This design comes from an exercise in tuning for small area on the open sky130 flow, not from production work. The RTL was checked by simulation tests, not by an equivalence proof against the original design. Power is estimated from default activity; no workload was simulated.

[run.sh]
#!/bin/bash
# synth_recipe.tcl (not shown) runs the flow's synth.tcl, then flattens the netlist and writes it again
# the make line also repeats each setting of config.mk as NAME=value (left out here)
make -C /OpenROAD-flow-scripts/flow DESIGN_CONFIG=/design/flow/config.mk WORK_HOME=/design/flow/orfs CLKGATE_MAP_FILE= SYNTH_SCRIPT=/design/flow/synth_recipe.tcl finish
[config.mk]
export PLATFORM = sky130hd
export DESIGN_NAME = rv32i
export DESIGN_NICKNAME = rv32i
export VERILOG_FILES = /design/flow/design.v
export SDC_FILE = /design/flow/constraint.sdc
export NUM_CORES = 4
export LEC_CHECK = 0
export CAP_MARGIN = 20
export CORE_MARGIN = 2
export CORE_UTILIZATION = 40
export SLEW_MARGIN = 20
[constraint.sdc]
create_clock -name core_clock -period 7.0 [get_ports {clk}]
set_input_delay 1.4000 -clock core_clock [delete_from_list [all_inputs] [get_ports {clk}]]
set_output_delay 1.4000 -clock core_clock [all_outputs]
set_load 0.01 [all_outputs]
[design.v]
module rfile #(
    parameter REG_W = -1,
    parameter REG_S = -1,
    parameter DATA_W = -1
)(
    input wire  clk,
    input wire [REG_W-1:0] a1,a2,a3,
    output wire [DATA_W-1:0] rd1,rd2,
    input wire [DATA_W-1:0] wd,
    input wire              we
);
    reg [DATA_W-1:0] rf [0:REG_S-1];
    wire [DATA_W-1:0] x1;
    assign x1 = rf[1];
    assign rd1 = (a1 == 0) ? {DATA_W{1'b0}} : rf[a1];
    assign rd2 = (a2 == 0) ? {DATA_W{1'b0}} : rf[a2];
    always @(posedge clk) begin
        if (we && (a3 != 0)) begin
            rf[a3] <= wd;
        end
    end
endmodule
module alu #(
    parameter DATA_W =32,
    parameter SHAMT_W = 5,
    parameter OP =3
)(
    input wire [DATA_W-1:0] a,
    input wire [DATA_W-1:0] b,
    input wire [OP-1:0]     s,
    input wire              ext,
    output reg [DATA_W-1:0] y
);
    wire [SHAMT_W-1:0] shamt = b[SHAMT_W-1:0];  
    always @(*) begin
        case (s)
        3'b000: y= ext ? (a-b) : (a+b);  
        3'b111: y= a & b;                
        3'b110: y= a | b;                
        3'b100: y= a ^ b;                
        3'b001: y= a << shamt;           
        3'b101:  begin
            if (ext)
                y = $signed(a) >>> shamt;  
            else
                y = a >> shamt;          
        end
        default: y=0;
     endcase
    end
endmodule
module rv32i #(
    parameter   MEMORY_S    =   2**8,
    parameter   OPCODE_W    =   7,
    parameter   SHAMT_W     =   5,
    parameter   OP          =   3,
    parameter   PC_W        =   8,
    parameter   REG_W       =   5,
    parameter   DATA_W      =   32,
    parameter   REG_S       =   32,
    parameter   FUNCT3      =   3,
    parameter   FUNCT7      =   7,
    parameter   IMM         =   32,
    parameter   BYTE        =   8,
    parameter   HALF        =   2*BYTE,
    parameter   WORD        =   4*BYTE,
    parameter   STORE_M     =   2
)(
    input wire                  clk,
    input wire                  n_rst,
    input wire  [DATA_W-1:0]    instruction,
    output wire [PC_W-1:0]      pc,
    input wire  [DATA_W-1:0]    d_in,
    output wire                 wr_en,
    output wire [STORE_M-1:0]   mode,
    output wire [PC_W-1:0]      wr_addr,
    output wire [PC_W-1:0]      rd_addr,
    output wire [DATA_W-1:0]    d_out
);
    reg [PC_W - 1:0]        pc_reg;     
    reg [DATA_W - 1:0]      inst;       
    wire                    r_we;       
    wire [PC_W-1:0]         pc_next;    
    assign pc    = pc_reg;
    always @(posedge clk or negedge n_rst) begin
        if (!n_rst) begin
            pc_reg <= 0;
        end else begin
            pc_reg <= pc_next;   
        end
    end
    always @(posedge clk or negedge n_rst) begin
        if (!n_rst) begin
            inst <= 0;
        end else begin
            inst <= instruction;
        end
    end
    wire    [REG_W-1:0]     rs1,rs2,rd;
    wire    [DATA_W-1:0]    rdata1,rdata2;
    wire                    aluop;
    wire    [OPCODE_W-1:0]  opcode;
    wire    [FUNCT3-1:0]    funct3;
    wire    [FUNCT7-1:0]    funct7;
    wire    [DATA_W-1:0]    imm_i, imm_s, imm_b, imm_j, imm_u;
    wire    [DATA_W-1:0]    imm_sel;
    reg     [REG_W-1:0]     rd_E;
    reg     [DATA_W-1:0]    rdata_E1,rdata_E2;
    reg                     aluop_E;
    reg     [OP-1:0]        funct3_E;
    reg     [IMM-1:0]       imm_E;
    reg     [OPCODE_W-1:0]  opcode_E;
    reg     [PC_W-1:0]      pc_E;
    assign funct7   = inst[31:25];
    assign rs2      = inst[24:20];
    assign rs1      = inst[19:15];
    assign funct3   = inst[14:12];
    assign rd       = inst[11:7];
    assign opcode   = inst[6:0];
    assign aluop    = inst[30];
    assign imm_i = {{20{inst[31]}}, inst[31:20]};
    assign imm_s = {{20{inst[31]}}, inst[31:25], inst[11:7]};
    assign imm_b = {{19{inst[31]}}, inst[31], inst[7], inst[30:25], inst[11:8], 1'b0};
    assign imm_j = {{11{inst[31]}}, inst[31], inst[19:12], inst[20], inst[30:21], 1'b0};
    assign imm_u = {inst[31:12], 12'b0};
    assign imm_sel = (opcode == 7'b0000011   || opcode == 7'b0010011   || opcode == 7'b1100111) ? imm_i :
                     (opcode == 7'b0100011)   ? imm_s :
                     (opcode == 7'b1100011)  ? imm_b :
                     (opcode == 7'b1101111)     ? imm_j :
                     (opcode == 7'b0110111 || opcode == 7'b0010111) ? imm_u :
                     imm_i;
    wire                    is_jal_D;        
    wire                    is_jalr_D;       
    wire    [PC_W-1:0]      jal_target_D;    
    wire    [PC_W-1:0]      jalr_target_D;   
    wire    [DATA_W-1:0]    jal_sum_D;       
    wire    [DATA_W-1:0]    jalr_sum_D;      
    assign is_jal_D       = (opcode == 7'b1101111);
    assign is_jalr_D      = (opcode == 7'b1100111);
    assign jal_sum_D      = pc_reg + imm_sel;
    assign jalr_sum_D     = rdata1 + imm_sel;
    assign jal_target_D   = jal_sum_D[PC_W-1:0];
    assign jalr_target_D  = jalr_sum_D[PC_W-1:0];
    rfile #(
        .REG_W(REG_W),
        .DATA_W(DATA_W),
        .REG_S(REG_S)
    )rfile(
        .clk(clk),
        .a1(rs1),        
        .a2(rs2),        
        .a3(rd_W),       
        .rd1(rdata1),    
        .rd2(rdata2),    
        .wd(wd),         
        .we(r_we)        
    );
    always @(posedge clk) begin
        rdata_E1    <= rdata1;
        rdata_E2    <= rdata2;
        rd_E        <= rd;
        funct3_E    <= funct3;
        aluop_E     <= aluop;
        opcode_E    <= opcode;
        imm_E       <= imm_sel;
        pc_E        <= pc_reg;
    end
    reg     [DATA_W-1:0]    alu_res_M;
    reg     [REG_W-1:0]     rd_M;
    reg     [FUNCT3-1:0]    funct3_M;
    reg     [DATA_W-1:0]    rdata_M1,rdata_M2;
    reg     [OPCODE_W-1:0]  opcode_M;
    reg     [PC_W-1:0]      pc_M;
    wire    [DATA_W-1:0]    alu_res;
    wire    [DATA_W-1:0]    in_a, in_b;
    wire    [FUNCT3-1:0]    s;
    wire                    branch_taken_E;
    wire    [PC_W-1:0]      pc_plus4;
    wire    [PC_W-1:0]      branch_target;
    wire    [PC_W-1:0]      jal_target;
    wire    [PC_W-1:0]      jalr_target;
    wire                    use_imm_E;
    reg     [PC_W-1:0]      pc_next_r;
    wire    [DATA_W-1:0]    branch_sum;
    wire    [DATA_W-1:0]    jal_sum;
    wire    [DATA_W-1:0]    jalr_sum;
    assign s        = (opcode_E == 7'b0110011 || opcode_E == 7'b0010011) ? funct3_E : 0;
    assign use_imm_E= (opcode_E == 7'b0000011)  || (opcode_E == 7'b0100011) ||
                      (opcode_E == 7'b0010011)   || (opcode_E == 7'b1101111)   ||
                      (opcode_E == 7'b1100111)  || (opcode_E == 7'b0110111)   ||
                      (opcode_E == 7'b0010111);
    assign in_a     = (opcode_E == 7'b0010111) ? pc_E : (opcode_E == 7'b0110111 ? {DATA_W{1'b0}} : rdata_E1);
    assign in_b     = use_imm_E ? imm_E : rdata_E2;
    assign branch_taken_E = (opcode_E == 7'b1100011) && (funct3_E == 3'b000) && (rdata_E1 == rdata_E2);
    assign pc_plus4       = pc_reg + 8'd4;       
    assign branch_sum     = pc_E + imm_E;        
    assign branch_target  = branch_sum[7:0];     
    always @(*) begin
        pc_next_r = pc_plus4;                    
        if (branch_taken_E)  pc_next_r = branch_target;   
        if (is_jal_D)        pc_next_r = jal_target_D;    
        if (is_jalr_D)       pc_next_r = jalr_target_D;   
    end
    assign pc_next = pc_next_r;
    alu #(
        .DATA_W(DATA_W),
        .SHAMT_W(SHAMT_W),
        .OP(OP)
    )alu(
        .a(in_a),
        .b(in_b),
        .s(s),  
        .ext(aluop_E),
        .y(alu_res)
    );
    always @(posedge clk)begin
        alu_res_M   <= alu_res;
        rd_M        <= rd_E;
        funct3_M    <= funct3_E;
        opcode_M    <= opcode_E;
        rdata_M1    <= rdata_E1;
        rdata_M2    <= rdata_E2;
        pc_M        <= pc_E;
    end
    wire    [DATA_W-1:0]    rd_data;
    reg     [OPCODE_W-1:0]  opcode_W;
    reg     [DATA_W-1:0]    rd_data_W;
    reg     [DATA_W-1:0]    alu_res_W;
    reg     [REG_W-1:0]     rd_W;
    reg     [PC_W-1:0]      pc_W;
    assign rd_addr  = alu_res_M;
    assign rd_data  = rd_data_sel(funct3_M,d_in);
    function [DATA_W-1:0] rd_data_sel(
        input [FUNCT3-1:0] funct,
        input [DATA_W-1:0] data
    );
        case(funct)
            3'b000 : rd_data_sel = (data[7]) ? {24'hFFFFFF,data[7:0]}:{24'h0,data[7:0]};
            3'b001 : rd_data_sel = (data[15]) ? {16'hFFFF,data[15:0]}:{16'h0,data[15:0]};
            3'b010 : rd_data_sel = data;
            3'b100 : rd_data_sel = {24'h0,data[7:0]};
            3'b101 : rd_data_sel = {16'h0,data[15:0]};
            default: rd_data_sel = 32'h0;
        endcase
    endfunction
    always @(posedge clk) begin
        opcode_W    <= opcode_M;
        rd_data_W   <= rd_data;
        rd_W        <= rd_M;
        alu_res_W   <= alu_res_M;
        pc_W        <= pc_M;
    end
    wire [DATA_W-1:0]   wd;
    wire [DATA_W-1:0]   jal_link;
    assign jal_link  = pc_W + 32'd4;   
    assign wd        = (opcode_W == 7'b0000011)                         ? rd_data_W :
                       (opcode_W == 7'b0110011   || opcode_W == 7'b0010011 ||
                        opcode_W == 7'b0010111 || opcode_W == 7'b0110111) ? alu_res_W :
                       (opcode_W == 7'b1101111  || opcode_W == 7'b1100111) ? jal_link :
                       rd_data_W;
    assign r_we     = (opcode_W == 7'b0000011)  || (opcode_W == 7'b0110011)   ||
                      (opcode_W == 7'b0010011)   || (opcode_W == 7'b1101111)  ||
                      (opcode_W == 7'b1100111)  || (opcode_W == 7'b0110111)  ||
                      (opcode_W == 7'b0010111);
    assign wr_en    = (opcode_M == 7'b0100011);
    assign mode     = funct3_M[1:0];
    assign wr_addr  = alu_res_M;
    assign d_out    = rdata_M2;
endmodule
==> results.ini <==
[cts]
cts_resized = 0
postCtsSetupRepairBufs = 0
cts_buffers = 144
h-tree-depth = 4
clock_tree.buffer_depth = 3
cts_root_buf = clkbuf_16
insertion_delay_ps = 800
cts.sinks = 1355
clk_pin_slew_ps = 60
cts_tree = built
holdBufCountCts = 0

[setup_path]
ff2ff_setup_slack_ps = 1290
start_kind = flop
r2r-start = opcode_E[2]
reg2regPathDepth = 17
arrival_ps = 6400
end_kind = flop
cp-endpoint = alu_res_M[29]
cp.required_ps = 7680
cp_max_fo = 8
critPathLaunch = opcode_E[2]
r2r_end = alu_res_M[29]
path_class = reg2reg

[sta]
hold_viol_final = 0
max_freq_mhz = 175
tns_ps = 0
tightest_slew_ps = 1280
report.final.slew_viol_count = 0
relSlewSlack = 0.144
fin_crit_ps = 5710
setup_viol = 0
timing.final.crit_share = 0.816
fin_skew_ps = 38.4
rsz0062_at_grt = no

[power_and_ir_drop]
vdd_drop_max_mv = 0.286
p_leak_nw = 25.5
powerDensity_nw_per_um2 = 285

[global_routing]
grt_pass1_vias = 42000
grt_max_degree = 94
grt_remaining_overflow = 0
grtUsageTotal = 0.282
antenna_found_initial = 8
grt_pass1_wl_mm = 332

[final_layout]
n_fill_cell = 14300
ff_latch_area_um2 = 37600
final_common_cell = edfxtp_1
multiInputGateArea_um2 = 27100
finalInstanceArea_um2 = 75000
regMostFlops = rfile.rf
final_nets = 4525
layout-drive-gt1-share = 0.252
syn_to_final_growth_pct = 13.5
largest_register_ffs = 1024
final_cell_mix = edfxtp_1, mux4_2, dfxtp_1
final_cells = 6645

[synth]
async_flop_share = 0.0295
synth_area_leaders = edfxtp_1, mux4_2, dfxtp_1
ys_ff_latch = 1355
synth_top_cell_area_share = 0.465
synth.avg_cell_area_um2 = 15.7
synth_top_cell_by_area = edfxtp_1
synth_area_um2 = 66100
ys_seq_area_frac = 0.569
synthFlopType = edfxtp_1
yosys_warnings = 3
synth-edff-count = 1024
post_synth_num_cell_types = 102
syn-instance-count = 4209

[routing]
ant_nets = 0
first_iter_violations = 5492
wl_mm = 238
wl_per_cell_um = 35.9
route.vias.total = 42300
drt-pass1-iter-count = 6
drc_errors = 0
viasPerCell = 6.37

[floorplan]
rows = 149
die_w_um = 410
start_util = 0.402
core_area_um2 = 164000
io_pins = 125
die-area_um2 = 168000
die_h_um = 410

[place]
gp_congestion = 1.04
numPortBuffers = 124
dp.cells = 6378
hpwlAfterDp_mm = 159
place_area_um2 = 70200

[worst_hold_path]
hp-class = reg2reg

[flow_run]
maxCapViolCount = 0

[outcome]
status = no timing/DRC/antenna violations

## cell families (layout without fill, tap and decap cells)
group | count (synthesis) | in the layout | synth area share
AND/OR/NAND/NOR | 714 | 714 | 0.0518
adder cells (fa/ha/maj) | 124 | 124 | 0.0239
AO/OA/AOI/OAI | 696 | 696 | 0.0696
buffers and inverters | 405 | 618 | 0.0269
XOR/XNOR | 117 | 117 | 0.0155
multiplexers | 797 | 797 | 0.243
other | 1 | 35 | 0.0000568
flip-flops | 1355 | 1355 | 0.569
## worst min path at each step
stage | start | end | slack [ps] | cells past startpoint
floorplan | alu_res_M[10] | alu_res_W[10] | 310 | 0
global placement | pc_M[1] | pc_W[1] | 310 | 0
detailed placement | alu_res_M[8] | alu_res_W[8] | 310 | 0
CTS | rd_E[4] | rd_M[4] | 310 | 0
global route | rd_E[4] | rd_M[4] | 320 | 0
finish | rd_E[4] | rd_M[4] | 310 | 0
## metrics by stage
stage / power (mW) / worst slack, ps / util / hold slack, ps
final: 21.4 / 1290 / 0.456 / 315
after global placement: 13.7 / 1500 / 0.426 / 311
after CTS: 21.4 / 1380 / 0.456 / 312
after floorplan: 12.0 / 1670 / - / 310
after detailed placement: 13.7 / 1460 / 0.427 / 312
after global routing: 22.0 / 922 / 0.456 / 325
## layout make-up
class	count	share of cell area
Antenna cell	3	0.000100
Clock inverter	64	0.00981
Inverter	98	0.00497
Multi-Input combinational cell	2480	0.362
Clock buffer	200	0.0537
Tap cell	2189	0.0365
Sequential cell	1355	0.502
Timing Repair Buffer	256	0.0315
## layer usage
layer / global-route usage / share of wire
met1: 0.363 / 0.38
met2: 0.460 / 0.48
met3: 0.0439 / 0.075
met4: 0.147 / 0.060
met5: 0 / 0.000071
## critical path: stages, from the launching register on
cell and delay (ps):
dfxtp_1 380, and4bb_4 270, o2bb2ai_1 300, o21ai_0 320, nand4_1 370, a2111oi_4 480
a21oi_1 150, xnor2_1 190, ha_1 530, nand4_1 260, nor4_1 230, o21ai_0 460
or3b_1 350, nand4_1 160, o31ai_1 540, a41oi_1 210, xor2_1 170, o2111ai_1 210
## Yosys cell counts, types with 18 or more instances
| master | instances |
|---|---|
| edfxtp_1 | 1024 |
| mux4_2 | 647 |
| dfxtp_1 | 291 |
| nor2_1 | 231 |
| a21oi_1 | 200 |
| nand2_1 | 185 |
| clkbuf_1 | 155 |
| mux2i_1 | 140 |
| o21ai_0 | 128 |
| ha_1 | 120 |
| inv_1 | 92 |
| xnor2_1 | 79 |
| nand3_1 | 68 |
| buf_2 | 62 |
| nor3_1 | 56 |
| buf_1 | 55 |
| o211ai_1 | 44 |
| a211oi_1 | 41 |
| a21o_1 | 41 |
| dfrtp_1 | 40 |
| xor2_1 | 38 |
| o22ai_1 | 32 |
| a22o_1 | 26 |
| a31oi_1 | 23 |
| buf_4 | 23 |
| nor2b_1 | 20 |
| nand4_1 | 18 |
## report_power, final
group          total, mW  internal, mW  leakage [nW]  switching, mW
clock network       7.70          4.40          2.29           3.30
registers           9.63          9.15          12.3          0.478
logic               4.03          1.54          11.0           2.50

==> separate check: timing with driven ports <==
No port has a modelled driver above. Below, the same layout with a new extraction and two added sets of constraints. Step 1: set_driving_cell puts a clkbuf_16 on clk and a buf_2 on each other input, an assumption about the parent block. Step 2 adds t to the input delays and takes it off the output delays; t is the mean of the earliest and latest rising clock arrival at the registers after step 1. Input paths then give back, and output paths get back, about the clock's delay inside the block. Three values: ideal ports, drivers, drivers and shift; two values: the first two.
t (ns): 0.865
slack for setup (ns): 1.286 / 1.286 / 1.286
clock arrival spread, ns: 0.039 / 0.039
After both steps setup and hold are still met in this run. The setup slack of this run moves by 0.000 ns with the drivers and by 0.000 ns with both steps.
